What follows belongs to an exercise in optimizing a design on an open flow for small area and a short achievable clock period; a production flow would make more cautious choices. Where RTL was checked, it was by simulation tests only, not by an equivalence proof against the original. For run 2, only the layout was checked, not whether the RTL still works. Power and IR drop assume default switching activity.

$ cat design/flow/flow/run.sh
#!/bin/bash
# Own flow: the standard flow (standard.sh: unchanged synthesis and steps) with
#  - the port buffers that buffer_ports inserts chosen as the smallest buffer,
#  - clock tree synthesis without dummy loads, and
#  - the single tie-low cell from synthesis kept (it drives the constant outputs'
#    port buffers) instead of one tie cell per load.
# make's full output goes to standard.log; ORFS keeps each step's log under orfs/logs.
export BUFFER_PORTS_ARGS="-buffer_cell sky130_fd_sc_hd__buf_1"
export CTS_ARGS="-sink_clustering_enable -repair_clock_nets -buf_list sky130_fd_sc_hd__clkbuf_8 -sink_clustering_size 30 -sink_clustering_max_diameter 100 -dont_use_dummy_load"
export SKIP_REPAIR_TIE_FANOUT=1
bash standard.sh > standard.log 2>&1
$ cat design/flow/standard.sh
#!/bin/bash
# synth_recipe.tcl (not shown) runs the flow's synth.tcl, then flattens the netlist and writes it again
# the make line also repeats each setting of config.mk as NAME=value (left out here)
make -C /OpenROAD-flow-scripts/flow DESIGN_CONFIG=/design/flow/config.mk WORK_HOME=/design/flow/orfs CLKGATE_MAP_FILE= SYNTH_SCRIPT=/design/flow/synth_recipe.tcl "${@:-finish}"
$ cat design/flow/config.mk
export PLATFORM = sky130hd
export DESIGN_NAME = uart_top
export DESIGN_NICKNAME = uart_top
export VERILOG_FILES = /design/flow/design.v
export SDC_FILE = /design/flow/constraint.sdc
export NUM_CORES = 8
export LEC_CHECK = 0
export ABC_AREA = 1
export CAP_MARGIN = 20
export CORE_MARGIN = 2
export CORE_UTILIZATION = 40
export CTS_BUF_LIST = sky130_fd_sc_hd__clkbuf_8
export CTS_CLUSTER_DIAMETER = 100
export CTS_CLUSTER_SIZE = 30
export SLEW_MARGIN = 20
$ cat design/flow/constraint.sdc
create_clock -name core_clock -period 72.0 [get_ports {clk}]
set_input_delay 14.4000 -clock core_clock [delete_from_list [all_inputs] [get_ports {clk}]]
set_output_delay 14.4000 -clock core_clock [all_outputs]
set_load 0.01 [all_outputs]
$ cat design/flow/design.v
`timescale 1ns / 1ps
module baud_generator (
    input wire clk,
    input wire rst_n,
    input wire [15:0] baud_cfg,
    output reg baud_tick
);
    reg [15:0] b;
    reg [15:0] c2;
    wire [17:0] m3;
    wire [16:0] mc;
    assign m3[0] = c2[0];
    assign m3[1] = c2[1] ^ c2[0];
    assign mc[1] = c2[1] & c2[0];
    assign m3[2] = c2[2] ^ c2[1] ^ mc[1];
    assign mc[2] = (c2[2] & c2[1]) | (c2[2] & mc[1]) | (c2[1] & mc[1]);
    assign m3[3] = c2[3] ^ c2[2] ^ mc[2];
    assign mc[3] = (c2[3] & c2[2]) | (c2[3] & mc[2]) | (c2[2] & mc[2]);
    assign m3[4] = c2[4] ^ c2[3] ^ mc[3];
    assign mc[4] = (c2[4] & c2[3]) | (c2[4] & mc[3]) | (c2[3] & mc[3]);
    assign m3[5] = c2[5] ^ c2[4] ^ mc[4];
    assign mc[5] = (c2[5] & c2[4]) | (c2[5] & mc[4]) | (c2[4] & mc[4]);
    assign m3[6] = c2[6] ^ c2[5] ^ mc[5];
    assign mc[6] = (c2[6] & c2[5]) | (c2[6] & mc[5]) | (c2[5] & mc[5]);
    assign m3[7] = c2[7] ^ c2[6] ^ mc[6];
    assign mc[7] = (c2[7] & c2[6]) | (c2[7] & mc[6]) | (c2[6] & mc[6]);
    assign m3[8] = c2[8] ^ c2[7] ^ mc[7];
    assign mc[8] = (c2[8] & c2[7]) | (c2[8] & mc[7]) | (c2[7] & mc[7]);
    assign m3[9] = c2[9] ^ c2[8] ^ mc[8];
    assign mc[9] = (c2[9] & c2[8]) | (c2[9] & mc[8]) | (c2[8] & mc[8]);
    assign m3[10] = c2[10] ^ c2[9] ^ mc[9];
    assign mc[10] = (c2[10] & c2[9]) | (c2[10] & mc[9]) | (c2[9] & mc[9]);
    assign m3[11] = c2[11] ^ c2[10] ^ mc[10];
    assign mc[11] = (c2[11] & c2[10]) | (c2[11] & mc[10]) | (c2[10] & mc[10]);
    assign m3[12] = c2[12] ^ c2[11] ^ mc[11];
    assign mc[12] = (c2[12] & c2[11]) | (c2[12] & mc[11]) | (c2[11] & mc[11]);
    assign m3[13] = c2[13] ^ c2[12] ^ mc[12];
    assign mc[13] = (c2[13] & c2[12]) | (c2[13] & mc[12]) | (c2[12] & mc[12]);
    assign m3[14] = c2[14] ^ c2[13] ^ mc[13];
    assign mc[14] = (c2[14] & c2[13]) | (c2[14] & mc[13]) | (c2[13] & mc[13]);
    assign m3[15] = c2[15] ^ c2[14] ^ mc[14];
    assign mc[15] = (c2[15] & c2[14]) | (c2[15] & mc[14]) | (c2[14] & mc[14]);
    assign m3[16] = c2[15] ^ mc[15];
    assign m3[17] = c2[15] & mc[15];
    localparam [31:0] KBT0 = 32'h0000a22a;
    localparam [31:0] KBT1 = 32'h00aa60c6;
    localparam [31:0] KBT2 = 32'h00ccba3e;
    localparam [31:0] KBT3 = 32'h00f0cffe;
    localparam [31:0] KBT4 = 32'h00000000;
    localparam [31:0] KBT5 = 32'h00fffffe;
    wire b_small = (b[15:6] == 10'd0) && !(b[5] && b[4]);    
    wire b_ge24 = b[5] || (b[4] && b[3]);
    wire [5:0] kb_tab = {KBT5[b[4:0]], KBT4[b[4:0]], KBT3[b[4:0]], KBT2[b[4:0]], KBT1[b[4:0]], KBT0[b[4:0]]};
    wire [5:0] kb = !b_small ? 6'd0 : b_ge24 ? b[5:0] : kb_tab;
    wire e1_0 = (b[1:0] == 2'd1);
    wire e2_0 = (b[1:0] == 2'd2);
    wire e3_0 = (b[1:0] == 2'd3);
    wire p0_0 = (e1_0 & c2[0]) | (e3_0 & m3[0]);
    wire p0_1 = (e1_0 & c2[1]) | (e2_0 & c2[0]) | (e3_0 & m3[1]);
    wire p0_2 = (e1_0 & c2[2]) | (e2_0 & c2[1]) | (e3_0 & m3[2]);
    wire p0_3 = (e1_0 & c2[3]) | (e2_0 & c2[2]) | (e3_0 & m3[3]);
    wire p0_4 = (e1_0 & c2[4]) | (e2_0 & c2[3]) | (e3_0 & m3[4]);
    wire p0_5 = (e1_0 & c2[5]) | (e2_0 & c2[4]) | (e3_0 & m3[5]);
    wire p0_6 = (e1_0 & c2[6]) | (e2_0 & c2[5]) | (e3_0 & m3[6]);
    wire p0_7 = (e1_0 & c2[7]) | (e2_0 & c2[6]) | (e3_0 & m3[7]);
    wire p0_8 = (e1_0 & c2[8]) | (e2_0 & c2[7]) | (e3_0 & m3[8]);
    wire p0_9 = (e1_0 & c2[9]) | (e2_0 & c2[8]) | (e3_0 & m3[9]);
    wire p0_10 = (e1_0 & c2[10]) | (e2_0 & c2[9]) | (e3_0 & m3[10]);
    wire p0_11 = (e1_0 & c2[11]) | (e2_0 & c2[10]) | (e3_0 & m3[11]);
    wire p0_12 = (e1_0 & c2[12]) | (e2_0 & c2[11]) | (e3_0 & m3[12]);
    wire p0_13 = (e1_0 & c2[13]) | (e2_0 & c2[12]) | (e3_0 & m3[13]);
    wire p0_14 = (e1_0 & c2[14]) | (e2_0 & c2[13]) | (e3_0 & m3[14]);
    wire p0_15 = (e1_0 & c2[15]) | (e2_0 & c2[14]) | (e3_0 & m3[15]);
    wire p0_16 = (e2_0 & c2[15]) | (e3_0 & m3[16]);
    wire p0_17 = (e3_0 & m3[17]);
    wire e1_1 = (b[3:2] == 2'd1);
    wire e2_1 = (b[3:2] == 2'd2);
    wire e3_1 = (b[3:2] == 2'd3);
    wire p1_0 = (e1_1 & c2[0]) | (e3_1 & m3[0]);
    wire p1_1 = (e1_1 & c2[1]) | (e2_1 & c2[0]) | (e3_1 & m3[1]);
    wire p1_2 = (e1_1 & c2[2]) | (e2_1 & c2[1]) | (e3_1 & m3[2]);
    wire p1_3 = (e1_1 & c2[3]) | (e2_1 & c2[2]) | (e3_1 & m3[3]);
    wire p1_4 = (e1_1 & c2[4]) | (e2_1 & c2[3]) | (e3_1 & m3[4]);
    wire p1_5 = (e1_1 & c2[5]) | (e2_1 & c2[4]) | (e3_1 & m3[5]);
    wire p1_6 = (e1_1 & c2[6]) | (e2_1 & c2[5]) | (e3_1 & m3[6]);
    wire p1_7 = (e1_1 & c2[7]) | (e2_1 & c2[6]) | (e3_1 & m3[7]);
    wire p1_8 = (e1_1 & c2[8]) | (e2_1 & c2[7]) | (e3_1 & m3[8]);
    wire p1_9 = (e1_1 & c2[9]) | (e2_1 & c2[8]) | (e3_1 & m3[9]);
    wire p1_10 = (e1_1 & c2[10]) | (e2_1 & c2[9]) | (e3_1 & m3[10]);
    wire p1_11 = (e1_1 & c2[11]) | (e2_1 & c2[10]) | (e3_1 & m3[11]);
    wire p1_12 = (e1_1 & c2[12]) | (e2_1 & c2[11]) | (e3_1 & m3[12]);
    wire p1_13 = (e1_1 & c2[13]) | (e2_1 & c2[12]) | (e3_1 & m3[13]);
    wire p1_14 = (e1_1 & c2[14]) | (e2_1 & c2[13]) | (e3_1 & m3[14]);
    wire p1_15 = (e1_1 & c2[15]) | (e2_1 & c2[14]) | (e3_1 & m3[15]);
    wire p1_16 = (e2_1 & c2[15]) | (e3_1 & m3[16]);
    wire p1_17 = (e3_1 & m3[17]);
    wire e1_2 = (b[5:4] == 2'd1);
    wire e2_2 = (b[5:4] == 2'd2);
    wire e3_2 = (b[5:4] == 2'd3);
    wire p2_0 = (e1_2 & c2[0]) | (e3_2 & m3[0]);
    wire p2_1 = (e1_2 & c2[1]) | (e2_2 & c2[0]) | (e3_2 & m3[1]);
    wire p2_2 = (e1_2 & c2[2]) | (e2_2 & c2[1]) | (e3_2 & m3[2]);
    wire p2_3 = (e1_2 & c2[3]) | (e2_2 & c2[2]) | (e3_2 & m3[3]);
    wire p2_4 = (e1_2 & c2[4]) | (e2_2 & c2[3]) | (e3_2 & m3[4]);
    wire p2_5 = (e1_2 & c2[5]) | (e2_2 & c2[4]) | (e3_2 & m3[5]);
    wire p2_6 = (e1_2 & c2[6]) | (e2_2 & c2[5]) | (e3_2 & m3[6]);
    wire p2_7 = (e1_2 & c2[7]) | (e2_2 & c2[6]) | (e3_2 & m3[7]);
    wire p2_8 = (e1_2 & c2[8]) | (e2_2 & c2[7]) | (e3_2 & m3[8]);
    wire p2_9 = (e1_2 & c2[9]) | (e2_2 & c2[8]) | (e3_2 & m3[9]);
    wire p2_10 = (e1_2 & c2[10]) | (e2_2 & c2[9]) | (e3_2 & m3[10]);
    wire p2_11 = (e1_2 & c2[11]) | (e2_2 & c2[10]) | (e3_2 & m3[11]);
    wire p2_12 = (e1_2 & c2[12]) | (e2_2 & c2[11]) | (e3_2 & m3[12]);
    wire p2_13 = (e1_2 & c2[13]) | (e2_2 & c2[12]) | (e3_2 & m3[13]);
    wire p2_14 = (e1_2 & c2[14]) | (e2_2 & c2[13]) | (e3_2 & m3[14]);
    wire p2_15 = (e1_2 & c2[15]) | (e2_2 & c2[14]) | (e3_2 & m3[15]);
    wire p2_16 = (e2_2 & c2[15]) | (e3_2 & m3[16]);
    wire p2_17 = (e3_2 & m3[17]);
    wire e1_3 = (b[7:6] == 2'd1);
    wire e2_3 = (b[7:6] == 2'd2);
    wire e3_3 = (b[7:6] == 2'd3);
    wire p3_0 = (e1_3 & c2[0]) | (e3_3 & m3[0]);
    wire p3_1 = (e1_3 & c2[1]) | (e2_3 & c2[0]) | (e3_3 & m3[1]);
    wire p3_2 = (e1_3 & c2[2]) | (e2_3 & c2[1]) | (e3_3 & m3[2]);
    wire p3_3 = (e1_3 & c2[3]) | (e2_3 & c2[2]) | (e3_3 & m3[3]);
    wire p3_4 = (e1_3 & c2[4]) | (e2_3 & c2[3]) | (e3_3 & m3[4]);
    wire p3_5 = (e1_3 & c2[5]) | (e2_3 & c2[4]) | (e3_3 & m3[5]);
    wire p3_6 = (e1_3 & c2[6]) | (e2_3 & c2[5]) | (e3_3 & m3[6]);
    wire p3_7 = (e1_3 & c2[7]) | (e2_3 & c2[6]) | (e3_3 & m3[7]);
    wire p3_8 = (e1_3 & c2[8]) | (e2_3 & c2[7]) | (e3_3 & m3[8]);
    wire p3_9 = (e1_3 & c2[9]) | (e2_3 & c2[8]) | (e3_3 & m3[9]);
    wire p3_10 = (e1_3 & c2[10]) | (e2_3 & c2[9]) | (e3_3 & m3[10]);
    wire p3_11 = (e1_3 & c2[11]) | (e2_3 & c2[10]) | (e3_3 & m3[11]);
    wire p3_12 = (e1_3 & c2[12]) | (e2_3 & c2[11]) | (e3_3 & m3[12]);
    wire p3_13 = (e1_3 & c2[13]) | (e2_3 & c2[12]) | (e3_3 & m3[13]);
    wire p3_14 = (e1_3 & c2[14]) | (e2_3 & c2[13]) | (e3_3 & m3[14]);
    wire p3_15 = (e1_3 & c2[15]) | (e2_3 & c2[14]) | (e3_3 & m3[15]);
    wire e1_4 = (b[9:8] == 2'd1);
    wire e2_4 = (b[9:8] == 2'd2);
    wire e3_4 = (b[9:8] == 2'd3);
    wire p4_0 = (e1_4 & c2[0]) | (e3_4 & m3[0]);
    wire p4_1 = (e1_4 & c2[1]) | (e2_4 & c2[0]) | (e3_4 & m3[1]);
    wire p4_2 = (e1_4 & c2[2]) | (e2_4 & c2[1]) | (e3_4 & m3[2]);
    wire p4_3 = (e1_4 & c2[3]) | (e2_4 & c2[2]) | (e3_4 & m3[3]);
    wire p4_4 = (e1_4 & c2[4]) | (e2_4 & c2[3]) | (e3_4 & m3[4]);
    wire p4_5 = (e1_4 & c2[5]) | (e2_4 & c2[4]) | (e3_4 & m3[5]);
    wire p4_6 = (e1_4 & c2[6]) | (e2_4 & c2[5]) | (e3_4 & m3[6]);
    wire p4_7 = (e1_4 & c2[7]) | (e2_4 & c2[6]) | (e3_4 & m3[7]);
    wire p4_8 = (e1_4 & c2[8]) | (e2_4 & c2[7]) | (e3_4 & m3[8]);
    wire p4_9 = (e1_4 & c2[9]) | (e2_4 & c2[8]) | (e3_4 & m3[9]);
    wire p4_10 = (e1_4 & c2[10]) | (e2_4 & c2[9]) | (e3_4 & m3[10]);
    wire p4_11 = (e1_4 & c2[11]) | (e2_4 & c2[10]) | (e3_4 & m3[11]);
    wire p4_12 = (e1_4 & c2[12]) | (e2_4 & c2[11]) | (e3_4 & m3[12]);
    wire p4_13 = (e1_4 & c2[13]) | (e2_4 & c2[12]) | (e3_4 & m3[13]);
    wire e1_5 = (b[11:10] == 2'd1);
    wire e2_5 = (b[11:10] == 2'd2);
    wire e3_5 = (b[11:10] == 2'd3);
    wire p5_0 = (e1_5 & c2[0]) | (e3_5 & m3[0]);
    wire p5_1 = (e1_5 & c2[1]) | (e2_5 & c2[0]) | (e3_5 & m3[1]);
    wire p5_2 = (e1_5 & c2[2]) | (e2_5 & c2[1]) | (e3_5 & m3[2]);
    wire p5_3 = (e1_5 & c2[3]) | (e2_5 & c2[2]) | (e3_5 & m3[3]);
    wire p5_4 = (e1_5 & c2[4]) | (e2_5 & c2[3]) | (e3_5 & m3[4]);
    wire p5_5 = (e1_5 & c2[5]) | (e2_5 & c2[4]) | (e3_5 & m3[5]);
    wire p5_6 = (e1_5 & c2[6]) | (e2_5 & c2[5]) | (e3_5 & m3[6]);
    wire p5_7 = (e1_5 & c2[7]) | (e2_5 & c2[6]) | (e3_5 & m3[7]);
    wire p5_8 = (e1_5 & c2[8]) | (e2_5 & c2[7]) | (e3_5 & m3[8]);
    wire p5_9 = (e1_5 & c2[9]) | (e2_5 & c2[8]) | (e3_5 & m3[9]);
    wire p5_10 = (e1_5 & c2[10]) | (e2_5 & c2[9]) | (e3_5 & m3[10]);
    wire p5_11 = (e1_5 & c2[11]) | (e2_5 & c2[10]) | (e3_5 & m3[11]);
    wire e1_6 = (b[13:12] == 2'd1);
    wire e2_6 = (b[13:12] == 2'd2);
    wire e3_6 = (b[13:12] == 2'd3);
    wire p6_0 = (e1_6 & c2[0]) | (e3_6 & m3[0]);
    wire p6_1 = (e1_6 & c2[1]) | (e2_6 & c2[0]) | (e3_6 & m3[1]);
    wire p6_2 = (e1_6 & c2[2]) | (e2_6 & c2[1]) | (e3_6 & m3[2]);
    wire p6_3 = (e1_6 & c2[3]) | (e2_6 & c2[2]) | (e3_6 & m3[3]);
    wire p6_4 = (e1_6 & c2[4]) | (e2_6 & c2[3]) | (e3_6 & m3[4]);
    wire p6_5 = (e1_6 & c2[5]) | (e2_6 & c2[4]) | (e3_6 & m3[5]);
    wire p6_6 = (e1_6 & c2[6]) | (e2_6 & c2[5]) | (e3_6 & m3[6]);
    wire p6_7 = (e1_6 & c2[7]) | (e2_6 & c2[6]) | (e3_6 & m3[7]);
    wire p6_8 = (e1_6 & c2[8]) | (e2_6 & c2[7]) | (e3_6 & m3[8]);
    wire p6_9 = (e1_6 & c2[9]) | (e2_6 & c2[8]) | (e3_6 & m3[9]);
    wire e1_7 = (b[15:14] == 2'd1);
    wire e2_7 = (b[15:14] == 2'd2);
    wire e3_7 = (b[15:14] == 2'd3);
    wire p7_0 = (e1_7 & c2[0]) | (e3_7 & m3[0]);
    wire p7_1 = (e1_7 & c2[1]) | (e2_7 & c2[0]) | (e3_7 & m3[1]);
    wire p7_2 = (e1_7 & c2[2]) | (e2_7 & c2[1]) | (e3_7 & m3[2]);
    wire p7_3 = (e1_7 & c2[3]) | (e2_7 & c2[2]) | (e3_7 & m3[3]);
    wire p7_4 = (e1_7 & c2[4]) | (e2_7 & c2[3]) | (e3_7 & m3[4]);
    wire p7_5 = (e1_7 & c2[5]) | (e2_7 & c2[4]) | (e3_7 & m3[5]);
    wire p7_6 = (e1_7 & c2[6]) | (e2_7 & c2[5]) | (e3_7 & m3[6]);
    wire p7_7 = (e1_7 & c2[7]) | (e2_7 & c2[6]) | (e3_7 & m3[7]);
    wire s1;
    wire k2;
    wire s3;
    wire k4;
    wire s5;
    wire k6;
    wire s7;
    wire k8;
    wire s9;
    wire k10;
    wire s11;
    wire k12;
    wire s13;
    wire k14;
    wire s15;
    wire k16;
    wire s17;
    wire k18;
    wire s19;
    wire k20;
    wire s21;
    wire k22;
    wire s23;
    wire k24;
    wire s25;
    wire k26;
    wire s27;
    wire k28;
    wire s29;
    wire k30;
    wire s31;
    wire k32;
    wire s33;
    wire k34;
    wire s35;
    wire k36;
    wire s37;
    wire k38;
    wire s39;
    wire k40;
    wire s41;
    wire k42;
    wire s43;
    wire k44;
    wire s45;
    wire k46;
    wire s47;
    wire k48;
    wire s49;
    wire k50;
    wire s51;
    wire k52;
    wire s53;
    wire k54;
    wire s55;
    wire k56;
    wire s57;
    wire k58;
    wire s59;
    wire k60;
    wire s61;
    wire k62;
    wire s63;
    wire k64;
    wire s65;
    wire k66;
    wire s67;
    wire k68;
    wire s69;
    wire k70;
    wire s71;
    wire k72;
    wire s73;
    wire k74;
    wire s75;
    wire k76;
    wire s77;
    wire k78;
    wire s79;
    wire k80;
    wire s81;
    wire k82;
    wire s83;
    wire k84;
    wire s85;
    wire k86;
    wire s87;
    wire k88;
    wire s89;
    wire k90;
    wire s91;
    wire k92;
    wire s93;
    wire k94;
    wire s95;
    wire k96;
    wire s97;
    wire k98;
    wire s99;
    wire k100;
    wire s101;
    wire k102;
    wire s103;
    wire k104;
    wire s105;
    wire k106;
    wire s107;
    wire k108;
    wire s109;
    wire k110;
    wire s111;
    wire k112;
    wire s113;
    wire k114;
    wire s115;
    wire k116;
    wire s117;
    wire k118;
    wire s119;
    wire k120;
    wire s121;
    wire k122;
    wire s123;
    wire k124;
    wire s125;
    wire k126;
    wire s127;
    wire k128;
    wire s129;
    wire k130;
    wire s131;
    wire k132;
    wire s133;
    wire k134;
    wire s135;
    wire k136;
    wire s137;
    wire k138;
    wire s139;
    wire k140;
    wire s141;
    wire k142;
    wire s143;
    wire k144;
    wire s145;
    wire k146;
    wire s147;
    wire k148;
    wire s149;
    wire k150;
    wire s151;
    wire k152;
    wire s153;
    wire k154;
    wire s155;
    wire k156;
    wire s157;
    wire k158;
    wire s159;
    wire k160;
    wire s161;
    wire k162;
    wire s163;
    wire k164;
    wire s165;
    wire k166;
    wire s167;
    wire k168;
    wire s169;
    wire k170;
    wire s171;
    wire k172;
    wire s173;
    wire k174;
    wire s175;
    wire k176;
    wire s177;
    wire k178;
    wire r179;
    wire r180;
    wire r181;
    wire r182;
    wire r183;
    wire r184;
    wire r185;
    wire r186;
    wire r187;
    wire r188;
    wire r189;
    wire r190;
    wire r191;
    wire r192;
    wire r193;
    wire r194;
    wire r195;
    wire r196;
    wire r197;
    wire r198;
    wire r199;
    wire r200;
    assign s1 = p0_12 ^ p1_10 ^ p2_8;
    assign k2 = (p0_12 & p1_10) | (p0_12 & p2_8) | (p1_10 & p2_8);
    assign s3 = p0_13 ^ p1_11 ^ p2_9;
    assign k4 = (p0_13 & p1_11) | (p0_13 & p2_9) | (p1_11 & p2_9);
    assign s5 = p0_14 ^ p1_12 ^ p2_10;
    assign k6 = (p0_14 & p1_12) | (p0_14 & p2_10) | (p1_12 & p2_10);
    assign s7 = p3_8 ^ p4_6 ^ p5_4;
    assign k8 = (p3_8 & p4_6) | (p3_8 & p5_4) | (p4_6 & p5_4);
    assign s9 = p0_15 ^ p1_13 ^ p2_11;
    assign k10 = (p0_15 & p1_13) | (p0_15 & p2_11) | (p1_13 & p2_11);
    assign s11 = p3_9 ^ p4_7 ^ p5_5;
    assign k12 = (p3_9 & p4_7) | (p3_9 & p5_5) | (p4_7 & p5_5);
    assign s13 = p0_16 ^ p1_14 ^ p2_12;
    assign k14 = (p0_16 & p1_14) | (p0_16 & p2_12) | (p1_14 & p2_12);
    assign s15 = p3_10 ^ p4_8 ^ p5_6;
    assign k16 = (p3_10 & p4_8) | (p3_10 & p5_6) | (p4_8 & p5_6);
    assign s17 = p6_4 ^ p7_2;
    assign k18 = p6_4 & p7_2;
    assign s19 = p0_17 ^ p1_15 ^ p2_13;
    assign k20 = (p0_17 & p1_15) | (p0_17 & p2_13) | (p1_15 & p2_13);
    assign s21 = p3_11 ^ p4_9 ^ p5_7;
    assign k22 = (p3_11 & p4_9) | (p3_11 & p5_7) | (p4_9 & p5_7);
    assign s23 = p6_5 ^ p7_3 ^ kb[1];
    assign k24 = (p6_5 & p7_3) | (p6_5 & kb[1]) | (p7_3 & kb[1]);
    assign s25 = p1_16 ^ p2_14 ^ p3_12;
    assign k26 = (p1_16 & p2_14) | (p1_16 & p3_12) | (p2_14 & p3_12);
    assign s27 = p4_10 ^ p5_8 ^ p6_6;
    assign k28 = (p4_10 & p5_8) | (p4_10 & p6_6) | (p5_8 & p6_6);
    assign s29 = p7_4 ^ kb[2];
    assign k30 = p7_4 & kb[2];
    assign s31 = p1_17 ^ p2_15 ^ p3_13;
    assign k32 = (p1_17 & p2_15) | (p1_17 & p3_13) | (p2_15 & p3_13);
    assign s33 = p4_11 ^ p5_9 ^ p6_7;
    assign k34 = (p4_11 & p5_9) | (p4_11 & p6_7) | (p5_9 & p6_7);
    assign s35 = p7_5 ^ kb[3];
    assign k36 = p7_5 & kb[3];
    assign s37 = p2_16 ^ p3_14 ^ p4_12;
    assign k38 = (p2_16 & p3_14) | (p2_16 & p4_12) | (p3_14 & p4_12);
    assign s39 = p5_10 ^ p6_8 ^ p7_6;
    assign k40 = (p5_10 & p6_8) | (p5_10 & p7_6) | (p6_8 & p7_6);
    assign s43 = p2_17 ^ p3_15 ^ p4_13;
    assign k44 = (p2_17 & p3_15) | (p2_17 & p4_13) | (p3_15 & p4_13);
    assign s45 = p5_11 ^ p6_9 ^ p7_7;
    assign k46 = (p5_11 & p6_9) | (p5_11 & p7_7) | (p6_9 & p7_7);
    assign s47 = p0_6 ^ p1_4;
    assign k48 = p0_6 & p1_4;
    assign s49 = p0_7 ^ p1_5 ^ p2_3;
    assign k50 = (p0_7 & p1_5) | (p0_7 & p2_3) | (p1_5 & p2_3);
    assign s51 = p0_8 ^ p1_6 ^ p2_4;
    assign k52 = (p0_8 & p1_6) | (p0_8 & p2_4) | (p1_6 & p2_4);
    assign s53 = p0_9 ^ p1_7 ^ p2_5;
    assign k54 = (p0_9 & p1_7) | (p0_9 & p2_5) | (p1_7 & p2_5);
    assign s55 = p0_10 ^ p1_8 ^ p2_6;
    assign k56 = (p0_10 & p1_8) | (p0_10 & p2_6) | (p1_8 & p2_6);
    assign s57 = p3_4 ^ p4_2;
    assign k58 = p3_4 & p4_2;
    assign s59 = p0_11 ^ p1_9 ^ p2_7;
    assign k60 = (p0_11 & p1_9) | (p0_11 & p2_7) | (p1_9 & p2_7);
    assign s61 = p3_5 ^ p4_3 ^ p5_1;
    assign k62 = (p3_5 & p4_3) | (p3_5 & p5_1) | (p4_3 & p5_1);
    assign s63 = s1 ^ p3_6 ^ p4_4;
    assign k64 = (s1 & p3_6) | (s1 & p4_4) | (p3_6 & p4_4);
    assign s65 = p5_2 ^ p6_0 ^ 1'b1;
    assign k66 = (p5_2 & p6_0) | (p5_2 & 1'b1) | (p6_0 & 1'b1);
    assign s67 = s3 ^ p3_7 ^ p4_5;
    assign k68 = (s3 & p3_7) | (s3 & p4_5) | (p3_7 & p4_5);
    assign s69 = p5_3 ^ p6_1 ^ k2;
    assign k70 = (p5_3 & p6_1) | (p5_3 & k2) | (p6_1 & k2);
    assign s71 = s5 ^ s7 ^ p6_2;
    assign k72 = (s5 & s7) | (s5 & p6_2) | (s7 & p6_2);
    assign s73 = p7_0 ^ 1'b1 ^ k4;
    assign k74 = (p7_0 & 1'b1) | (p7_0 & k4) | (1'b1 & k4);
    assign s75 = s9 ^ s11 ^ p6_3;
    assign k76 = (s9 & s11) | (s9 & p6_3) | (s11 & p6_3);
    assign s77 = p7_1 ^ k6 ^ k8;
    assign k78 = (p7_1 & k6) | (p7_1 & k8) | (k6 & k8);
    assign s79 = s13 ^ s15 ^ s17;
    assign k80 = (s13 & s15) | (s13 & s17) | (s15 & s17);
    assign s81 = kb[0] ^ k10 ^ k12;
    assign k82 = (kb[0] & k10) | (kb[0] & k12) | (k10 & k12);
    assign s83 = s19 ^ s21 ^ s23;
    assign k84 = (s19 & s21) | (s19 & s23) | (s21 & s23);
    assign s85 = k14 ^ k16 ^ k18;
    assign k86 = (k14 & k16) | (k14 & k18) | (k16 & k18);
    assign s87 = s25 ^ s27 ^ s29;
    assign k88 = (s25 & s27) | (s25 & s29) | (s27 & s29);
    assign s89 = k20 ^ k22 ^ k24;
    assign k90 = (k20 & k22) | (k20 & k24) | (k22 & k24);
    assign s91 = s31 ^ s33 ^ s35;
    assign k92 = (s31 & s33) | (s31 & s35) | (s33 & s35);
    assign s93 = k26 ^ k28 ^ k30;
    assign k94 = (k26 & k28) | (k26 & k30) | (k28 & k30);
    assign s95 = s37 ^ s39 ^ ~kb[4];
    assign k96 = (s37 & s39) | (s37 & ~kb[4]) | (s39 & ~kb[4]);
    assign s97 = k32 ^ k34 ^ k36;
    assign k98 = (k32 & k34) | (k32 & k36) | (k34 & k36);
    assign s99 = s43 ^ s45 ^ kb[5];
    assign k100 = (s43 & s45) | (s43 & kb[5]) | (s45 & kb[5]);
    assign s101 = k38 ^ k40 ^ kb[4];
    assign k102 = (k38 & k40) | (k38 & kb[4]) | (k40 & kb[4]);
    assign s103 = p0_4 ^ p1_2;
    assign k104 = p0_4 & p1_2;
    assign s105 = p0_5 ^ p1_3 ^ p2_1;
    assign k106 = (p0_5 & p1_3) | (p0_5 & p2_1) | (p1_3 & p2_1);
    assign s107 = s47 ^ p2_2 ^ p3_0;
    assign k108 = (s47 & p2_2) | (s47 & p3_0) | (p2_2 & p3_0);
    assign s109 = s49 ^ p3_1 ^ 1'b1;
    assign k110 = (s49 & p3_1) | (s49 & 1'b1) | (p3_1 & 1'b1);
    assign s111 = s51 ^ p3_2 ^ p4_0;
    assign k112 = (s51 & p3_2) | (s51 & p4_0) | (p3_2 & p4_0);
    assign s113 = s53 ^ p3_3 ^ p4_1;
    assign k114 = (s53 & p3_3) | (s53 & p4_1) | (p3_3 & p4_1);
    assign s115 = s55 ^ s57 ^ p5_0;
    assign k116 = (s55 & s57) | (s55 & p5_0) | (s57 & p5_0);
    assign s117 = s59 ^ s61 ^ k56;
    assign k118 = (s59 & s61) | (s59 & k56) | (s61 & k56);
    assign s119 = s63 ^ s65 ^ k60;
    assign k120 = (s63 & s65) | (s63 & k60) | (s65 & k60);
    assign s121 = s67 ^ s69 ^ k64;
    assign k122 = (s67 & s69) | (s67 & k64) | (s69 & k64);
    assign s123 = s71 ^ s73 ^ k68;
    assign k124 = (s71 & s73) | (s71 & k68) | (s73 & k68);
    assign s125 = s75 ^ s77 ^ k72;
    assign k126 = (s75 & s77) | (s75 & k72) | (s77 & k72);
    assign s127 = s79 ^ s81 ^ k76;
    assign k128 = (s79 & s81) | (s79 & k76) | (s81 & k76);
    assign s129 = s83 ^ s85 ^ k80;
    assign k130 = (s83 & s85) | (s83 & k80) | (s85 & k80);
    assign s131 = s87 ^ s89 ^ k84;
    assign k132 = (s87 & s89) | (s87 & k84) | (s89 & k84);
    assign s133 = s91 ^ s93 ^ k88;
    assign k134 = (s91 & s93) | (s91 & k88) | (s93 & k88);
    assign s135 = s95 ^ s97 ^ k92;
    assign k136 = (s95 & s97) | (s95 & k92) | (s97 & k92);
    assign s137 = s99 ^ s101 ^ k96;
    assign k138 = (s99 & s101) | (s99 & k96) | (s101 & k96);
    assign s139 = p0_2 ^ p1_0;
    assign k140 = p0_2 & p1_0;
    assign s141 = p0_3 ^ p1_1;
    assign k142 = p0_3 & p1_1;
    assign s143 = s103 ^ p2_0 ^ 1'b1;
    assign k144 = (s103 & p2_0) | (s103 & 1'b1) | (p2_0 & 1'b1);
    assign s145 = s105 ^ 1'b1 ^ k104;
    assign k146 = (s105 & 1'b1) | (s105 & k104) | (1'b1 & k104);
    assign s147 = s107 ^ 1'b1 ^ k106;
    assign k148 = (s107 & 1'b1) | (s107 & k106) | (1'b1 & k106);
    assign s149 = s109 ^ k48 ^ k108;
    assign k150 = (s109 & k48) | (s109 & k108) | (k48 & k108);
    assign s151 = s111 ^ k50 ^ k110;
    assign k152 = (s111 & k50) | (s111 & k110) | (k50 & k110);
    assign s153 = s113 ^ k52 ^ k112;
    assign k154 = (s113 & k52) | (s113 & k112) | (k52 & k112);
    assign s155 = s115 ^ k54 ^ k114;
    assign k156 = (s115 & k54) | (s115 & k114) | (k54 & k114);
    assign s157 = s117 ^ k58 ^ k116;
    assign k158 = (s117 & k58) | (s117 & k116) | (k58 & k116);
    assign s159 = s119 ^ k62 ^ k118;
    assign k160 = (s119 & k62) | (s119 & k118) | (k62 & k118);
    assign s161 = s121 ^ k66 ^ k120;
    assign k162 = (s121 & k66) | (s121 & k120) | (k66 & k120);
    assign s163 = s123 ^ k70 ^ k122;
    assign k164 = (s123 & k70) | (s123 & k122) | (k70 & k122);
    assign s165 = s125 ^ k74 ^ k124;
    assign k166 = (s125 & k74) | (s125 & k124) | (k74 & k124);
    assign s167 = s127 ^ k78 ^ k126;
    assign k168 = (s127 & k78) | (s127 & k126) | (k78 & k126);
    assign s169 = s129 ^ k82 ^ k128;
    assign k170 = (s129 & k82) | (s129 & k128) | (k82 & k128);
    assign s171 = s131 ^ k86 ^ k130;
    assign k172 = (s131 & k86) | (s131 & k130) | (k86 & k130);
    assign s173 = s133 ^ k90 ^ k132;
    assign k174 = (s133 & k90) | (s133 & k132) | (k90 & k132);
    assign s175 = s135 ^ k94 ^ k134;
    assign k176 = (s135 & k94) | (s135 & k134) | (k94 & k134);
    assign s177 = s137 ^ k98 ^ k136;
    assign k178 = (s137 & k98) | (s137 & k136) | (k98 & k136);
    assign r179 = p0_0 & 1'b1;
    assign r180 = (p0_1 & 1'b1) | (p0_1 & r179) | (1'b1 & r179);
    assign r181 = (s139 & 1'b1) | (s139 & r180) | (1'b1 & r180);
    assign r182 = (s141 & k140) | (s141 & r181) | (k140 & r181);
    assign r183 = (s143 & k142) | (s143 & r182) | (k142 & r182);
    assign r184 = (s145 & k144) | (s145 & r183) | (k144 & r183);
    assign r185 = (s147 & k146) | (s147 & r184) | (k146 & r184);
    assign r186 = (s149 & k148) | (s149 & r185) | (k148 & r185);
    assign r187 = (s151 & k150) | (s151 & r186) | (k150 & r186);
    assign r188 = (s153 & k152) | (s153 & r187) | (k152 & r187);
    assign r189 = (s155 & k154) | (s155 & r188) | (k154 & r188);
    assign r190 = (s157 & k156) | (s157 & r189) | (k156 & r189);
    assign r191 = (s159 & k158) | (s159 & r190) | (k158 & r190);
    assign r192 = (s161 & k160) | (s161 & r191) | (k160 & r191);
    assign r193 = (s163 & k162) | (s163 & r192) | (k162 & r192);
    assign r194 = (s165 & k164) | (s165 & r193) | (k164 & r193);
    assign r195 = (s167 & k166) | (s167 & r194) | (k166 & r194);
    assign r196 = (s169 & k168) | (s169 & r195) | (k168 & r195);
    assign r197 = (s171 & k170) | (s171 & r196) | (k170 & r196);
    assign r198 = (s173 & k172) | (s173 & r197) | (k172 & r197);
    assign r199 = (s175 & k174) | (s175 & r198) | (k174 & r198);
    assign r200 = (s177 & k176) | (s177 & r199) | (k176 & r199);
    wire gt = r200;
    wire hi = ((e2_3 & c2[15]) | (e3_3 & m3[16])) | ((e3_3 & m3[17])) | ((e1_4 & c2[14]) | (e2_4 & c2[13]) | (e3_4 & m3[14])) | ((e1_4 & c2[15]) | (e2_4 & c2[14]) | (e3_4 & m3[15])) | ((e2_4 & c2[15]) | (e3_4 & m3[16])) | ((e3_4 & m3[17])) | ((e1_5 & c2[12]) | (e2_5 & c2[11]) | (e3_5 & m3[12])) | ((e1_5 & c2[13]) | (e2_5 & c2[12]) | (e3_5 & m3[13])) | ((e1_5 & c2[14]) | (e2_5 & c2[13]) | (e3_5 & m3[14])) | ((e1_5 & c2[15]) | (e2_5 & c2[14]) | (e3_5 & m3[15])) | ((e2_5 & c2[15]) | (e3_5 & m3[16])) | ((e3_5 & m3[17])) | ((e1_6 & c2[10]) | (e2_6 & c2[9]) | (e3_6 & m3[10])) | ((e1_6 & c2[11]) | (e2_6 & c2[10]) | (e3_6 & m3[11])) | ((e1_6 & c2[12]) | (e2_6 & c2[11]) | (e3_6 & m3[12])) | ((e1_6 & c2[13]) | (e2_6 & c2[12]) | (e3_6 & m3[13])) | ((e1_6 & c2[14]) | (e2_6 & c2[13]) | (e3_6 & m3[14])) | ((e1_6 & c2[15]) | (e2_6 & c2[14]) | (e3_6 & m3[15])) | ((e2_6 & c2[15]) | (e3_6 & m3[16])) | ((e3_6 & m3[17])) | ((e1_7 & c2[8]) | (e2_7 & c2[7]) | (e3_7 & m3[8])) | ((e1_7 & c2[9]) | (e2_7 & c2[8]) | (e3_7 & m3[9])) | ((e1_7 & c2[10]) | (e2_7 & c2[9]) | (e3_7 & m3[10])) | ((e1_7 & c2[11]) | (e2_7 & c2[10]) | (e3_7 & m3[11])) | ((e1_7 & c2[12]) | (e2_7 & c2[11]) | (e3_7 & m3[12])) | ((e1_7 & c2[13]) | (e2_7 & c2[12]) | (e3_7 & m3[13])) | ((e1_7 & c2[14]) | (e2_7 & c2[13]) | (e3_7 & m3[14])) | ((e1_7 & c2[15]) | (e2_7 & c2[14]) | (e3_7 & m3[15])) | ((e2_7 & c2[15]) | (e3_7 & m3[16])) | ((e3_7 & m3[17])) | k44 | k46 | k100 | k102 | k138 | k178;
    wire cond = hi | gt;
    wire [16:0] c2_t;
    wire [15:0] c2_inc;
    assign c2_t[0] = 1'b1;
    genvar gi;
    generate for (gi = 0; gi < 16; gi = gi + 1) begin : g_inc
        assign c2_inc[gi] = c2[gi] ^ c2_t[gi];
        assign c2_t[gi + 1] = c2[gi] & c2_t[gi];
    end endgenerate
    always @(posedge clk) b <= (baud_cfg == 16'd0) ? 16'd9600 : baud_cfg;
    always @(posedge clk or negedge rst_n) begin
        if (!rst_n) begin
            c2 <= 16'd2;
            baud_tick <= 1'b0;
        end else begin
            baud_tick <= cond;
            c2 <= cond ? 16'd2 : c2_inc;
        end
    end
endmodule
`timescale 1ns / 1ps
module uart_tx (
    input wire clk,
    input wire rst_n,
    input wire tx_start,
    input wire [7:0] tx_data,
    input wire baud_tick,
    output reg tx,
    output reg tx_busy,
    output reg tx_done
);
    localparam [3:0] IDLE = 4'd6, START = 4'd7, STOP = 4'd0;
    reg [3:0] state;
    reg [7:0] data;            
    wire idle = (state == IDLE);
    wire stop = (state == STOP);
    wire [3:0] state_inc = {state[3] ^ (state[2] & state[1] & state[0]),
                            state[2] ^ (state[1] & state[0]),
                            state[1] ^ state[0],
                            ~state[0]};
    always @(posedge clk)
        if (idle && tx_start) data <= tx_data;
    always @(posedge clk or negedge rst_n) begin
        if (!rst_n) begin
            state   <= IDLE;
            tx      <= 1'b1;
            tx_busy <= 1'b0;
            tx_done <= 1'b0;
        end else begin
            tx_busy <= !idle || tx_start;
            tx_done <= stop && baud_tick;
            tx      <= state[3] ? data[state[2:0]] : (state != START);
            if (idle) begin
                if (tx_start) state <= START;
            end else if (baud_tick) begin
                state <= stop ? IDLE : state_inc;
            end
        end
    end
endmodule
`timescale 1ns / 1ps
module uart_rx (
    input wire clk,
    input wire rst_n,
    input wire rx,
    input wire baud_tick,
    output reg [7:0] rx_data,
    output reg rx_valid,
    output reg frame_error,
    output wire parity_error,
    output reg overrun_error
);
    localparam [3:0] IDLE = 4'd6, START = 4'd7, STOP = 4'd0;
    assign parity_error = 1'b0;
    reg rx_sync1, rx_sync2;
    reg [2:0] rx_filter;
    reg rx_filtered;
    reg [3:0] div16;           
    reg [3:0] sample_count;    
    reg [3:0] state;
    reg [6:0] shift_lo;        
    reg shift_hi;
    wire baud_pulse = baud_tick && (div16 == 4'd0);
    wire mid = baud_tick && (sample_count == 4'd7);
    wire idle = (state == IDLE);
    wire stop = (state == STOP);
    wire data_st = state[3];
    function [3:0] inc4;
        input [3:0] x;
        inc4 = {x[3] ^ (x[2] & x[1] & x[0]), x[2] ^ (x[1] & x[0]), x[1] ^ x[0], ~x[0]};
    endfunction
    always @(posedge clk) begin
        rx_sync1 <= rx;
        rx_sync2 <= rx_sync1;
        if (baud_tick)
            sample_count <= idle ? 4'd0 : inc4(sample_count);
        if (data_st && mid)
            shift_lo <= {shift_hi, shift_lo[6:1]};
    end
    always @(posedge clk or negedge rst_n) begin
        if (!rst_n) begin
            rx_filter     <= 3'b111;
            rx_filtered   <= 1'b1;
            div16         <= 4'd0;
            state         <= IDLE;
            shift_hi      <= 1'b0;
            rx_data       <= 8'd0;
            rx_valid      <= 1'b0;
            frame_error   <= 1'b0;
            overrun_error <= 1'b0;
        end else begin
            if (baud_tick) begin
                div16       <= inc4(div16);
                rx_filter   <= {rx_filter[1:0], rx_sync2};
                rx_filtered <= (rx_filter[2] & rx_filter[1]) |
                               (rx_filter[2] & rx_filter[0]) |
                               (rx_filter[1] & rx_filter[0]);
            end
            if (data_st && mid)
                shift_hi <= rx_filtered;
            rx_valid <= stop && baud_pulse;
            if (stop && baud_pulse) begin
                rx_data       <= {shift_hi, shift_lo};
                overrun_error <= 1'b0;
            end else if (rx_valid) begin
                overrun_error <= 1'b1;
            end
            if (idle)
                frame_error <= 1'b0;
            else if (stop && mid && !rx_filtered)
                frame_error <= 1'b1;
            case (state)
                IDLE:    if (baud_tick && !rx_filtered) state <= START;
                START:   if (mid) state <= rx_filtered ? IDLE : 4'd8;
                STOP:    if (baud_pulse) state <= IDLE;
                default: if (baud_pulse) state <= inc4(state);    
            endcase
        end
    end
endmodule
`timescale 1ns / 1ps
module uart_protocol_checker (
    input wire clk,
    input wire rst_n,
    input wire rx_valid,
    input wire [7:0] rx_data,
    input wire frame_error,
    input wire overrun_error,
    output reg [7:0] frame_error_count,
    output wire [7:0] parity_error_count,
    output reg [7:0] overrun_error_count,
    output reg [7:0] break_count,
    output reg break_detected,
    output reg [15:0] bytes_received,
    output reg [15:0] packets_received,
    input wire clear_stats
);
    assign parity_error_count = 8'd0;
    function [7:0] inc8;
        input [7:0] x;
        input en;
        integer i;
        reg c;
        begin
            c = en;
            for (i = 0; i < 8; i = i + 1) begin
                inc8[i] = x[i] ^ c;
                c = c & x[i];
            end
        end
    endfunction
    function [15:0] inc16;
        input [15:0] x;
        input en;
        integer i;
        reg c;
        begin
            c = en;
            for (i = 0; i < 16; i = i + 1) begin
                inc16[i] = x[i] ^ c;
                c = c & x[i];
            end
        end
    endfunction
    reg [3:0] zeros;
    reg [1:0] idle_count;      
    reg prev_rx_valid, prev_frame_error, prev_overrun_error;
    wire zero_frame = (rx_data == 8'd0) && frame_error;
    wire ff_frame = (rx_data == 8'hFF);
    always @(posedge clk or negedge rst_n) begin
        if (!rst_n) begin
            zeros          <= 4'd0;
            break_detected <= 1'b0;
        end else begin
            break_detected <= rx_valid && zero_frame && (zeros == 4'd9);
            if (rx_valid) begin
                if (!zero_frame)
                    zeros <= 4'd0;
                else if (zeros != 4'd10)
                    zeros <= {zeros[3] ^ (zeros[2] & zeros[1] & zeros[0]),
                              zeros[2] ^ (zeros[1] & zeros[0]),
                              zeros[1] ^ zeros[0],
                              ~zeros[0]};
            end
        end
    end
    wire pkt_inc = rx_valid && !ff_frame && (idle_count == 2'd3);
    always @(posedge clk or negedge rst_n) begin
        if (!rst_n) begin
            idle_count          <= 2'd0;
            packets_received    <= 16'd0;
            frame_error_count   <= 8'd0;
            overrun_error_count <= 8'd0;
            break_count         <= 8'd0;
            bytes_received      <= 16'd0;
            prev_rx_valid       <= 1'b0;
            prev_frame_error    <= 1'b0;
            prev_overrun_error  <= 1'b0;
        end else if (clear_stats) begin
            packets_received    <= 16'd0;
            frame_error_count   <= 8'd0;
            overrun_error_count <= 8'd0;
            break_count         <= 8'd0;
            bytes_received      <= 16'd0;
        end else begin
            if (rx_valid) begin
                if (ff_frame)
                    idle_count <= {idle_count[1] | idle_count[0], idle_count[1] | ~idle_count[0]};
                else
                    idle_count <= 2'd0;
            end
            packets_received    <= inc16(packets_received, pkt_inc);
            bytes_received      <= inc16(bytes_received, rx_valid && !prev_rx_valid);
            frame_error_count   <= inc8(frame_error_count, frame_error && !prev_frame_error);
            overrun_error_count <= inc8(overrun_error_count, overrun_error && !prev_overrun_error);
            break_count         <= inc8(break_count, break_detected);
            prev_rx_valid      <= rx_valid;
            prev_frame_error   <= frame_error;
            prev_overrun_error <= overrun_error;
        end
    end
endmodule
`timescale 1ns / 1ps
module uart_top #(
    parameter CLOCK_FREQ = 50000000,
    parameter DEFAULT_BAUD = 9600,
    parameter DATA_WIDTH = 8,
    parameter STOP_BITS = 1,
    parameter PARITY_EN = 0,
    parameter OVERSAMPLING = 16
) (
    input wire clk,
    input wire rst_n,
    input wire rx,
    output wire tx,
    input wire tx_start,
    input wire [DATA_WIDTH-1:0] tx_data,
    output wire tx_busy,
    output wire tx_done,
    output wire [DATA_WIDTH-1:0] rx_data,
    output wire rx_valid,
    input wire [15:0] baud_cfg,
    output wire frame_error,
    output wire parity_error,
    output wire overrun_error,
    output wire break_detected,
    output wire [7:0] frame_error_count,
    output wire [7:0] parity_error_count,
    output wire [7:0] overrun_error_count,
    output wire [7:0] break_count,
    output wire [15:0] bytes_received,
    output wire [15:0] packets_received,
    input wire clear_stats
);
    wire baud_tick;
    baud_generator baud_gen (
        .clk(clk),
        .rst_n(rst_n),
        .baud_cfg(baud_cfg),
        .baud_tick(baud_tick)
    );
    uart_tx uart_transmitter (
        .clk(clk),
        .rst_n(rst_n),
        .tx_start(tx_start),
        .tx_data(tx_data),
        .baud_tick(baud_tick),
        .tx(tx),
        .tx_busy(tx_busy),
        .tx_done(tx_done)
    );
    uart_rx uart_receiver (
        .clk(clk),
        .rst_n(rst_n),
        .rx(rx),
        .baud_tick(baud_tick),
        .rx_data(rx_data),
        .rx_valid(rx_valid),
        .frame_error(frame_error),
        .parity_error(parity_error),
        .overrun_error(overrun_error)
    );
    uart_protocol_checker protocol_checker (
        .clk(clk),
        .rst_n(rst_n),
        .rx_valid(rx_valid),
        .rx_data(rx_data),
        .frame_error(frame_error),
        .overrun_error(overrun_error),
        .frame_error_count(frame_error_count),
        .parity_error_count(parity_error_count),
        .overrun_error_count(overrun_error_count),
        .break_count(break_count),
        .break_detected(break_detected),
        .bytes_received(bytes_received),
        .packets_received(packets_received),
        .clear_stats(clear_stats)
    );
endmodule
==> impl_results.md, run 1 <==
- Number of placed instances with taps included: 1680
- Die width: 171 um
- Clock tree from TritonCTS: done
- Maximum operating frequency: 64.4 MHz
- Final setup violating endpoints: 0
- Std-Cell Core Area: 27600 um^2
- Number of distinct library cells after synthesis: 44
- Worst voltage drop across the vdd grid: 0.0201 mV
- Router iterations before antenna repair: 5
- Global-route wire length before repair: 48.2 mm
- Post-synthesis compound-gate area fraction: 0.132
- Area delta synth->final: 7.40%
- Overall track demand over capacity in global routing: 0.215
- Clock edge transition at the registers on the reported setup and hold paths: 0.08 ns
- Ordered cell list for the critical path: buf_1
- Main flop type after synthesis: sky130_fd_sc_hd__dfrtp_1
- Reported leakage power: 0.00580 uW
- Ratio of total power to cell area: 35.0 nW/um^2
- CP startpoint kind: flop
- Final standard cell count with taps included and fillers excluded: 1697
- Number of buffers and inverters on the critical path: 1
- Buffer depth of the longest clock path: 2
- Final routed wire length divided by cell count: 17.9 um
- Instance count of the mapped netlist: 1266
- Top cells by area in the synthesized netlist: sky130_fd_sc_hd__dfrtp_1 (23%), sky130_fd_sc_hd__fa_1 (16%), sky130_fd_sc_hd__ha_1 (11%), sky130_fd_sc_hd__inv_1 (8.3%), sky130_fd_sc_hd__nand2_1 (6.6%)
- Adder and majority cell fraction of the synthesized area: 0.266
- Worst Path Class, Setup: reg -> out
- Placement row count: 61
- Sequential element share of the synthesized area: 0.339
- Cell family contributing the most delay on the critical path: flip-flops
- Chip height: 171 um
- Setup crit end kind: primary output
- Cell with the largest stage delay on the worst path: sky130_fd_sc_hd__dfstp_2
- Number of synthesized register bits: 151
- Vias in the first global route: 8768
- Wire length reported by the detailed router: 30.4 mm
- Post-synth ARST share: 0.755
- Via-per-instance ratio: 5.30
- Quantity of gates resized following cts: 0
- Area fraction in and, or, nand and nor cells after synthesis: 0.137
- Post-layout min period: 15.52 ns
- H-tree level count: 4
- Status: timing/DRC/antenna clean
- Pre-CTS setup slack: 56.12 ns
- Post-CTS setup-driven buffer insertion count: 0
- Total count of hold-check failures in the final report: 0
- Worst max-slew margin expressed relative to the limit: 0.339
- Number of buffers added by the clock tree synthesis step: 17
- Area share of the largest cell type after synthesis: 0.233
- Commonest non-fill, non-tap cells in the layout: sky130_fd_sc_hd__inv_1 (248), sky130_fd_sc_hd__nand2_1 (198), sky130_fd_sc_hd__nor2_1 (117), sky130_fd_sc_hd__dfrtp_1 (104), sky130_fd_sc_hd__ha_1 (99)
- Xor-xnor portion of the synthesized cell area: 0.0102
- Largest family of logic cells by synthesized area: adder cells
- Post-synthesis instance area: 11200 um^2
- Root cell of the clock tree: sky130_fd_sc_hd__clkbuf_8
- Final number of max-transition violations: 0
- Slew at the pin with the worst max-slew slack: 0.987 ns
- Hold/Removal Path Class: reg -> reg
- Setup tns final: 0 ns
- Proportion of layout cells with a drive suffix above 1: 0.0387
- Total DRC errors in the routed layout: 0
- CP Data Required Time: 57.60 ns
- Clock network latency to the later pin of the worst-skew pair: 0.45 ns
- Initial Utilization: 0.405
- Biggest area consumer among synthesized cells: sky130_fd_sc_hd__dfrtp_1
- Number of flops mapped to enable cells by yosys: 19
- Overall power after layout: 420 uW
- Final antenna-violating net count: 0
- Grt ovf: 0
- Antenna violations before repair: 0
- Top-level I/O count: 109
- Routed via count: 8996
- Peak fanout along the critical path: 1
- Number of violations of the max-capacitance limit: 0
- Syn Area/Cell: 8.84 um^2
- DP HPWL: 23.0 mm
- RSZ-0062 raised after global routing: false
- Final critical-path setup slack: 56.48 ns
- Worst Path Arrival: 1.12 ns
- Hold buffers post-CTS: 0
- Starting DRT DRC Count: 857
- Antenna cell count: 0
- Number of synthesis warnings: 4
- # port buffers: 99
- Final worst-path cycle share: 0.216
- Portion of netlist area occupied by mux cells: 0
- # nets final: 1536
- Clock Sinks: 151
- Routability Congestion: 0.993
- Worst clock skew: 0.0433 ns
- Critical Path Max Stage Delay: 0.53 ns
- Die ar.: 29300 um^2
- Largest net degree at the start of global routing: 63
- Most common cell after layout, fill and taps aside: sky130_fd_sc_hd__inv_1
[cell families after synthesis]
logic type	Yosys count
xor+xnor	13
simple gates	375
fa+ha+maj	186
compound gates	212
flops	151
other cells	1
buf+inv	328
[sequential cells by signal, summed over array words and instances (netlist names), 7 cells and up]
name,cells
protocol_checker.frame_error_count,8
protocol_checker.overrun_error_count,8
baud_gen.c2,16
uart_receiver.rx_data,8
protocol_checker.break_count,8
uart_receiver.shift_lo,7
protocol_checker.packets_received,16
uart_transmitter.data,8
baud_gen.b,16
protocol_checker.bytes_received,16
[worst paths after layout]
check | from | endpoint | slack [ns] | cells after the start
max in group asynchronous | rst_n | uart_transmitter.state[3] | 56.68 | 2
min in group asynchronous | rst_n | protocol_checker.bytes_received[12] | 14.01 | 1
hold reg to reg | uart_receiver.rx_sync1 | uart_receiver.rx_sync2 | 0.34 | 0
hold / removal | uart_receiver.rx_sync1 | uart_receiver.rx_sync2 | 0.34 | 0
setup reg to reg | baud_gen.c2[0] | baud_gen.c2[2] | 61.14 | 30
setup / recovery | uart_transmitter.tx | tx | 56.48 | 1
[metal layers]
layer / up-vias / part of all wire / GRT usage
li1: 4211 / - / -
met1: 4303 / 0.43 / 0.296
met2: 423 / 0.46 / 0.339
met3: 59 / 0.086 / 0.0460
met4: 0 / 0.030 / 0.0744
met5: - / 0 / 0
[synth_stat cells (6+ instances only)]
cell type and n:
sky130_fd_sc_hd__inv_1 248, sky130_fd_sc_hd__dfrtp_1 104, sky130_fd_sc_hd__nor2_1 117, sky130_fd_sc_hd__buf_4 9, sky130_fd_sc_hd__a21oi_1 41, sky130_fd_sc_hd__nor3_1 6
sky130_fd_sc_hd__ha_1 99, sky130_fd_sc_hd__xor2_1 6, sky130_fd_sc_hd__dfstp_2 10, sky130_fd_sc_hd__o21ai_0 32, sky130_fd_sc_hd__xnor2_1 7, sky130_fd_sc_hd__nor2_2 9
sky130_fd_sc_hd__clkinv_1 9, sky130_fd_sc_hd__nor4_1 10, sky130_fd_sc_hd__o22ai_1 34, sky130_fd_sc_hd__clkbuf_1 57, sky130_fd_sc_hd__o221ai_1 80, sky130_fd_sc_hd__nand4_1 10
sky130_fd_sc_hd__edfxtp_1 19, sky130_fd_sc_hd__fa_1 87, sky130_fd_sc_hd__nand3_1 18, sky130_fd_sc_hd__dfxtp_1 18, sky130_fd_sc_hd__nand2_1 198
[power by group]
part	switching [uW]	total (uW)	internal [uW]	leakage [uW]
clock network	27.2	48.0	20.8	0.000122
registers	16.3	115	99.0	0.00183
logic	160	257	97.4	0.00385
[area by class of cell]
class / instances / area, um^2
inverter: 257 / 965
clock buffer: 17 / 234
fill: 2813 / 15600
timing repair buffer: 107 / 437
multi-input combinational: 787 / 6110
sequential: 151 / 3800
tap: 378 / 473
[through the flow]
| step | instance area [um^2] | hold WS [ns] | utilization |
|---|---|---|---|
| 2_1_floorplan | 11200 | 0.310 | - |
| 3_3_place_gp | 11800 | 0.320 | 0.426 |
| 3_5_place_dp | 11800 | 0.326 | 0.426 |
| 4_1_cts | 12000 | 0.349 | 0.435 |
| 5_1_grt | 12000 | 0.357 | 0.435 |
| 6_report | 12000 | 0.343 | 0.435 |
==> run 2: changes to the inputs <==
--- a/design/flow/design.v
+++ b/design/flow/design.v
@@ -590,5 +590,5 @@
     assign r200 = (s177 & k176) | (s177 & r199) | (k176 & r199);
     wire gt = r200;
-    wire hi = ((e2_3 & c2[15]) | (e3_3 & m3[16])) | ((e3_3 & m3[17])) | ((e1_4 & c2[14]) | (e2_4 & c2[13]) | (e3_4 & m3[14])) | ((e1_4 & c2[15]) | (e2_4 & c2[14]) | (e3_4 & m3[15])) | ((e2_4 & c2[15]) | (e3_4 & m3[16])) | ((e3_4 & m3[17])) | ((e1_5 & c2[12]) | (e2_5 & c2[11]) | (e3_5 & m3[12])) | ((e1_5 & c2[13]) | (e2_5 & c2[12]) | (e3_5 & m3[13])) | ((e1_5 & c2[14]) | (e2_5 & c2[13]) | (e3_5 & m3[14])) | ((e1_5 & c2[15]) | (e2_5 & c2[14]) | (e3_5 & m3[15])) | ((e2_5 & c2[15]) | (e3_5 & m3[16])) | ((e3_5 & m3[17])) | ((e1_6 & c2[10]) | (e2_6 & c2[9]) | (e3_6 & m3[10])) | ((e1_6 & c2[11]) | (e2_6 & c2[10]) | (e3_6 & m3[11])) | ((e1_6 & c2[12]) | (e2_6 & c2[11]) | (e3_6 & m3[12])) | ((e1_6 & c2[13]) | (e2_6 & c2[12]) | (e3_6 & m3[13])) | ((e1_6 & c2[14]) | (e2_6 & c2[13]) | (e3_6 & m3[14])) | ((e1_6 & c2[15]) | (e2_6 & c2[14]) | (e3_6 & m3[15])) | ((e2_6 & c2[15]) | (e3_6 & m3[16])) | ((e3_6 & m3[17])) | ((e1_7 & c2[8]) | (e2_7 & c2[7]) | (e3_7 & m3[8])) | ((e1_7 & c2[9]) | (e2_7 & c2[8]) | (e3_7 & m3[9])) | ((e1_7 & c2[10]) | (e2_7 & c2[9]) | (e3_7 & m3[10])) | ((e1_7 & c2[11]) | (e2_7 & c2[10]) | (e3_7 & m3[11])) | ((e1_7 & c2[12]) | (e2_7 & c2[11]) | (e3_7 & m3[12])) | ((e1_7 & c2[13]) | (e2_7 & c2[12]) | (e3_7 & m3[13])) | ((e1_7 & c2[14]) | (e2_7 & c2[13]) | (e3_7 & m3[14])) | ((e1_7 & c2[15]) | (e2_7 & c2[14]) | (e3_7 & m3[15])) | ((e2_7 & c2[15]) | (e3_7 & m3[16])) | ((e3_7 & m3[17])) | k44 | k46 | k100 | k102 | k138 | k178;
+    wire hi = ((e2_3 & (|c2[15:15])) | (e3_3 & (|m3[17:16]))) | ((e1_4 & (|c2[15:14])) | (e2_4 & (|c2[15:13])) | (e3_4 & (|m3[17:14]))) | ((e1_5 & (|c2[15:12])) | (e2_5 & (|c2[15:11])) | (e3_5 & (|m3[17:12]))) | ((e1_6 & (|c2[15:10])) | (e2_6 & (|c2[15:9])) | (e3_6 & (|m3[17:10]))) | ((e1_7 & (|c2[15:8])) | (e2_7 & (|c2[15:7])) | (e3_7 & (|m3[17:8]))) | k44 | k46 | k100 | k102 | k138 | k178;
     wire cond = hi | gt;
     wire [16:0] c2_t;
==> design/flow/flow/run.sh (replaced) <==
#!/bin/bash
# Own flow: the standard flow (standard.sh: unchanged synthesis and steps) with
#  - the port buffers that buffer_ports inserts chosen as the smallest buffer, and
#  - clock tree synthesis without dummy loads.
# make's full output goes to standard.log; ORFS keeps each step's log under orfs/logs.
export BUFFER_PORTS_ARGS="-buffer_cell sky130_fd_sc_hd__buf_1"
export CTS_ARGS="-sink_clustering_enable -repair_clock_nets -buf_list sky130_fd_sc_hd__clkbuf_8 -sink_clustering_size 30 -sink_clustering_max_diameter 100 -dont_use_dummy_load"
bash standard.sh > standard.log 2>&1
==> run 2 against run 1 <==
Die area is 0.12% higher. Still clean on timing, DRC and antenna. Largest cell class unchanged. Critical endpoint unchanged. Maximum frequency is 0.12% higher. Via count is 1.6% lower.
==> impl_results.md, run 2 <==
- Reported leakage power: 0.00583 uW (was 0.00580 uW)
- Final antenna-violating net count: 0 (unchanged)
- Top cells by area in the synthesized netlist: sky130_fd_sc_hd__dfrtp_1 (23%), sky130_fd_sc_hd__fa_1 (16%), sky130_fd_sc_hd__ha_1 (12%), sky130_fd_sc_hd__inv_1 (8.5%), sky130_fd_sc_hd__nand2_1 (5.8%) (was sky130_fd_sc_hd__dfrtp_1 (23%), sky130_fd_sc_hd__fa_1 (16%), sky130_fd_sc_hd__ha_1 (11%), sky130_fd_sc_hd__inv_1 (8.3%), sky130_fd_sc_hd__nand2_1 (6.6%))
- Setup tns final: 0 ns (unchanged)
- Total DRC errors in the routed layout: 0 (unchanged)
- Proportion of layout cells with a drive suffix above 1: 0.0400 (was 0.0387)
- Routed via count: 8849 (was 8996)
- Vias in the first global route: 8645 (was 8768)
- Ordered cell list for the critical path: buf_1 (unchanged)
- Cell with the largest stage delay on the worst path: sky130_fd_sc_hd__dfstp_2 (unchanged)
- Chip height: 171 um (about the same)
- RSZ-0062 raised after global routing: false (unchanged)
- Worst Path Arrival: 1.10 ns (was 1.12 ns)
- Setup crit end kind: primary output (unchanged)
- H-tree level count: 4 (unchanged)
- Clock edge transition at the registers on the reported setup and hold paths: 0.07 ns (was 0.08 ns)
- Number of buffers and inverters on the critical path: 1 (unchanged)
- Via-per-instance ratio: 5.20 (was 5.30)
- Antenna cell count: 0 (unchanged)
- Status: timing/DRC/antenna clean (unchanged)
- Number of flops mapped to enable cells by yosys: 19 (unchanged)
- Routability Congestion: 1.00 (was 0.993)
- Start of the worst register-to-register path: baud_gen.c2[0] (unchanged)
- Post-synthesis compound-gate area fraction: 0.131 (was 0.132)
- Number of violations of the max-capacitance limit: 0 (unchanged)
- Slew at the pin with the worst max-slew slack: 1.01 ns (was 0.987 ns)
- Number of synthesis warnings: 4 (unchanged)
- Router iterations before antenna repair: 7 (was 5)
- Global-route wire length before repair: 46.9 mm (was 48.2 mm)
- DP HPWL: 22.3 mm (was 23.0 mm)
- Die ar.: 29400 um^2 (was 29300 um^2)
- Post-synthesis instance area: 11200 um^2 (about the same)
- Hold/Removal Path Class: reg -> reg (unchanged)
- Post-placement cell area: 11900 um^2 (was 11800 um^2)
- Peak fanout along the critical path: 1 (unchanged)
- Final number of max-transition violations: 0 (unchanged)
- Adder and majority cell fraction of the synthesized area: 0.276 (was 0.266)
- Area share of the largest cell type after synthesis: 0.232 (was 0.233)
- Post-CTS setup-driven buffer insertion count: 0 (unchanged)
- Biggest area consumer among synthesized cells: sky130_fd_sc_hd__dfrtp_1 (unchanged)
- Net switching share of the total power: 0.478 (was 0.483)
- Std-Cell Core Area: 27700 um^2 (was 27600 um^2)
- Overall power after layout: 411 uW (was 420 uW)
- Largest net degree at the start of global routing: 70 (was 63)
- Buffer depth of the longest clock path: 2 (unchanged)
- Post-synth ARST share: 0.755 (unchanged)
- Wire length reported by the detailed router: 29.1 mm (was 30.4 mm)
- Post-layout min period: 15.50 ns (was 15.52 ns)
- # port buffers: 99 (unchanged)
- Reported net switching power: 196 uW (was 203 uW)
- Quantity of gates resized following cts: 0 (unchanged)
- Initial Utilization: 0.404 (was 0.405)
- Pre-CTS setup slack: 56.10 ns (was 56.12 ns)
- Maximum operating frequency: 64.5 MHz (was 64.4 MHz)
- Antenna violations before repair: 0 (unchanged)
- Final setup violating endpoints: 0 (unchanged)
- Top-level I/O count: 109 (unchanged)
- Hold buffers post-CTS: 0 (unchanged)
- Final worst-path cycle share: 0.215 (was 0.216)
- Commonest non-fill, non-tap cells in the layout: sky130_fd_sc_hd__inv_1 (254), sky130_fd_sc_hd__nand2_1 (174), sky130_fd_sc_hd__nor2_1 (115), sky130_fd_sc_hd__ha_1 (108), sky130_fd_sc_hd__dfrtp_1 (104) (was sky130_fd_sc_hd__inv_1 (248), sky130_fd_sc_hd__nand2_1 (198), sky130_fd_sc_hd__nor2_1 (117), sky130_fd_sc_hd__dfrtp_1 (104), sky130_fd_sc_hd__ha_1 (99))
- Total count of hold-check failures in the final report: 0 (unchanged)
- Instance count of the mapped netlist: 1254 (was 1266)
- Critical Path Max Stage Delay: 0.52 ns (was 0.53 ns)
- Most instantiated cells after synthesis: sky130_fd_sc_hd__inv_1 (254), sky130_fd_sc_hd__nand2_1 (174), sky130_fd_sc_hd__nor2_1 (115) (was sky130_fd_sc_hd__inv_1 (248), sky130_fd_sc_hd__nand2_1 (198), sky130_fd_sc_hd__nor2_1 (117))
- Worst voltage drop across the vdd grid: 0.0195 mV (was 0.0201 mV)
- Largest family of logic cells by synthesized area: adder cells (unchanged)
- # nets final: 1551 (was 1536)
- Sequential share of power: 0.276 (was 0.274)
- Main flop type after synthesis: sky130_fd_sc_hd__dfrtp_1 (unchanged)
- Portion of total power attributed to combinational logic: 0.607 (was 0.611)
- Post-route design area: 12100 um^2 (was 12000 um^2)
-- run 2: cell count changes in the layout (fill, tap and decap cells not counted), moves of 4 or more --
cell                       delta
sky130_fd_sc_hd__conb_1       +8
sky130_fd_sc_hd__inv_1        +6
sky130_fd_sc_hd__ha_1         +9
sky130_fd_sc_hd__nand2_1     -24
sky130_fd_sc_hd__a21oi_1     +19
sky130_fd_sc_hd__nand4_1      -4
sky130_fd_sc_hd__nand3_1      +6
sky130_fd_sc_hd__o21ai_0     -12
sky130_fd_sc_hd__o221ai_1    -20
sky130_fd_sc_hd__o22ai_1     +21
-- run 2: final timing paths --
path | to | slack (ns) | cells past startpoint
hold reg to reg | uart_receiver.rx_sync2 | 0.33 | 0
max in group asynchronous | protocol_checker.frame_error_count[2] | 56.71 | 2
hold / removal | uart_receiver.rx_sync2 | 0.33 | 0
setup reg to reg | baud_gen.c2[15] | 60.68 | 35
min in group asynchronous | uart_receiver.rx_data[3] | 13.98 | 1
setup / recovery | tx | 56.50 | 1
-- run 2: layout make-up --
type	count	area, um^2
inverters	261	980
flip-flops and latches	151	3800
clock buffers	17	234
well taps	378	473
multi-input cells	790	6180
repair buffers	106	429
fillers	2710	15600
-- run 2: metal layers --
layer / up-vias / global-route usage / wire length [um]
met2: 387 / 0.332 / 13600
met4: 0 / 0.0803 / 874
met1: 4200 / 0.280 / 12300
li1: 4199 / - / -
met3: 63 / 0.0387 / 2300
met5: - / 0 / 0
-- run 2: power groups by stage --
stage               Sequential (uW)  Clock [uW]  Combinational (uW)
detailed placement              115           0                 250
floorplan                       108           0                 193
global route                    115        53.2                 289
CTS                             113        50.5                 251
global placement                115           0                 245
finish                          113        47.7                 249
-- run 2: cells by family after synthesis --
group,Yosys count
AND/OR/NAND/NOR,353
buffers and inverters,321
AO/OA/AOI/OAI,220
adder cells (fa/ha/maj),195
flip-flops,151
XOR/XNOR,13
other,1
-- run 2: through the flow --
step | cells | hold WS [ns]
final | 1703 | 0.335
after global routing | 1703 | 0.356
after CTS | 1703 | 0.340
after detailed placement | 1686 | 0.324
after global placement | 1686 | 0.313
after floorplan | 1262 | 0.310

[afterwards: timing with drivers on the ports]
Ports are ideal in the flow. The routed layouts listed here were re-timed in OpenROAD.
Step 1 sets driving cells, clkbuf_16 on the clock port and buf_2 on the other inputs (assumed; they add their load-dependent delay and slew).
Step 2 moves the port delays by t, midway between the first and last clock arrival at a register: inputs arrive t later, outputs are due t later. That takes back most of the time a late clock gives input paths.
Slacks: no drivers / after step 1 / after step 2; pairs: no drivers / after step 1.
| run | t, ns | setup WS [ns] | hold WS [ns] |
|---|---|---|---|
| run 1 | 0.471 | 56.484 / 56.445 / 56.228 | 0.343 / 0.343 / 0.343 |
| run 2 | 0.484 | 56.503 / 56.462 / 56.240 | 0.335 / 0.335 / 0.335 |
After both steps setup and hold are still met in every run listed. The setup slack of run 2, which loses most, moves by -0.041 ns with the drivers and by -0.263 ns with both steps. The worst setup slack also covers recovery checks on asynchronous resets.
